Context: an optimization exercise on an open-source flow, tuned for small area and a short achievable clock period. The choices shown serve that exercise and are no tape-out recipe.
Function was checked by simulation only, so behaviour that the tests miss may differ from the original.

quartz:
// DOUBLY_PIPELINE
module DOUBLY_PIPELINE(clk,xi,yi,r,ang,xf,yf);
input signed [15:0] xi,yi;
input clk;
output signed [15:0] r,ang;
output signed [15:0] xf,yf;
reg signed [15:6] xr, yr;   
reg signed [15:0] a2,a3,a4,a5,a6,a7,a8;
reg signed [15:0] b2,b3,b4,b5,b6,b7;
reg        t2;
reg [1:0]  t3;
reg [2:0]  t4;
reg [3:0]  t5;
reg [4:0]  t6;
reg [5:0]  t7;
reg [5:0]  t8;
reg signed [15:0] x2,x3,x4,x5,x6,x7,x8;
reg signed [15:0] y2,y3,y4,y5,y6,y7,y8;
reg signed [15:0] r_q, xf_q, yf_q;
reg [13:0] ang_q;
reg svn2, svn3, svn4, svn5, svn6;         
reg dxn1, dxn2, dxn3, dxn4, dxn5, dxn6;   
wire [15:0] sc_r, sc_x, sc_y;
scale16 u_sr(.v(a8), .q(sc_r));
scale16 u_sx(.v(x8), .q(sc_x));
scale16 u_sy(.v(y8), .q(sc_y));
wire signed [15:0] a1, b1;
wire c_a1, c_b1;
wire [5:0] a1lo_n, b1lo_n; wire ca_n, cb_n;
add6_skl u_a1lo(.a(xi[5:0]), .b(yi[5:0]), .cin(1'b0), .s(a1lo_n), .cout(ca_n));
add6_skl u_b1lo(.a(yi[5:0]), .b(~xi[5:0]), .cin(1'b1), .s(b1lo_n), .cout(cb_n));
reg [5:0] a1lo, b1lo; reg ca, cb;
wire [9:0] a1hi, b1hi;
add10_skl u_a1hi(.a(xr[15:6]), .b(yr[15:6]), .cin(ca), .s(a1hi), .cout(c_a1));
  ...
Size: ~3400 cells after synthesis, ~550 flip-flops, roughly 97 I/O pins, roughly 38000 sq um of cells after synthesis.
clock: 22.0 ns
lec_check: 0
cap_margin: 20
core_margin: 2
core_utilization: 40
cts_cluster_diameter: 200
cts_cluster_size: 25
place_density: 0.7
slew_margin: 20
standard.sh (not shown) runs the stock make flow with config.mk's settings and CLKGATE_MAP_FILE= SYNTH_SCRIPT=/design/flow/synth_recipe.tcl, a recipe that flattens the netlist after the stock synthesis.
==> flow/flow/run.sh <==
#!/bin/bash
set -euo pipefail
export BUFFER_PORTS_ARGS="-buffer_cell sky130_fd_sc_hd__buf_2"
export SETUP_SLACK_MARGIN=16.5
bash standard.sh > standard_flow.log 2>&1
quartz: full flow OK, the timing, DRC and antenna checks passed
For ember, these inputs were changed with respect to quartz:
- CORE_UTILIZATION changed from 40 to 60
- PLACE_DENSITY changed from 0.7 to 0.72
### Flow results
Relative to quartz, relative slew slack has decreased by 3.4 points in ember.
ember gives more length of routed met2 wiring than quartz did.
Here is what was changed in the inputs of willow compared with ember.
- PLACE_DENSITY removed (was 0.72)
- CORE_UTILIZATION changed from 60 to 40
[summary]
Worst-case setup margin in the final layout, ember and willow, higher one = ember.
Diff ember..willow | area of all sequential standard cells | negligible
Going from ember to willow, fraction of area in non-clock buffers grows by 0.16 points.
Compared willow against ember; arrival time of data at the critical path endpoint within noise.
Compared with ember, willow shows fraction of area in registers lower by 0.38 points.
Compared to ember, the routing of willow uses less wire.
Changes in pepper relative to willow:
- putting CTS_BUF_LIST at sky130_fd_sc_hd__clkbuf_8 sky130_fd_sc_hd__clkbuf_16 where nothing was set
--- outcome ---
- Comparing pepper with willow, the post-synthesis instance area came out essentially unchanged.
- Between pepper and willow, the synthesis-to-finish area growth figures differ only marginally.
- Diff pepper..willow | total number of tap cells | unchanged
- Status: H-tree depth parity (willow, pepper)
- Diff willow..pepper | initial antenna violation count | unchanged
- Comparing pepper against willow, there is no change at all in number of global-route vias before repair.
- Diff willow..pepper | final hold violation count | unchanged

[separate check: timing with driven ports]
No port has a modelled driver above. Below, the same layouts with a new extraction and two added sets of constraints. Step 1 (the two cells are an assumption about what drives the block):
set clk [get_ports {clk}]
set_driving_cell -lib_cell sky130_fd_sc_hd__clkbuf_16 $clk
set_driving_cell -lib_cell sky130_fd_sc_hd__buf_2 [delete_from_list [all_inputs] $clk]
Step 2 adds t to the input delays and takes it off the output delays; t is the mean of the earliest and latest rising clock arrival at the registers after step 1. Input paths then give back, and output paths get back, about the clock's delay inside the block. Slacks: ideal / step 1 / step 2; pairs: ideal / step 1.
run	shift t [ns]	setup slack, ns	hold slack, ns	pins driven straight from the clock port
quartz	0.645	16.562 / 16.499 / 16.174	0.330 / 0.330 / 0.330	1
ember	0.637	16.554 / 16.494 / 16.177	0.334 / 0.334 / 0.334	1
willow	0.656	16.540 / 16.479 / 16.144	0.325 / 0.325 / 0.325	1
pepper	0.656	16.540 / 16.479 / 16.144	0.325 / 0.325 / 0.325	1
After both steps every run listed still meets setup and hold.
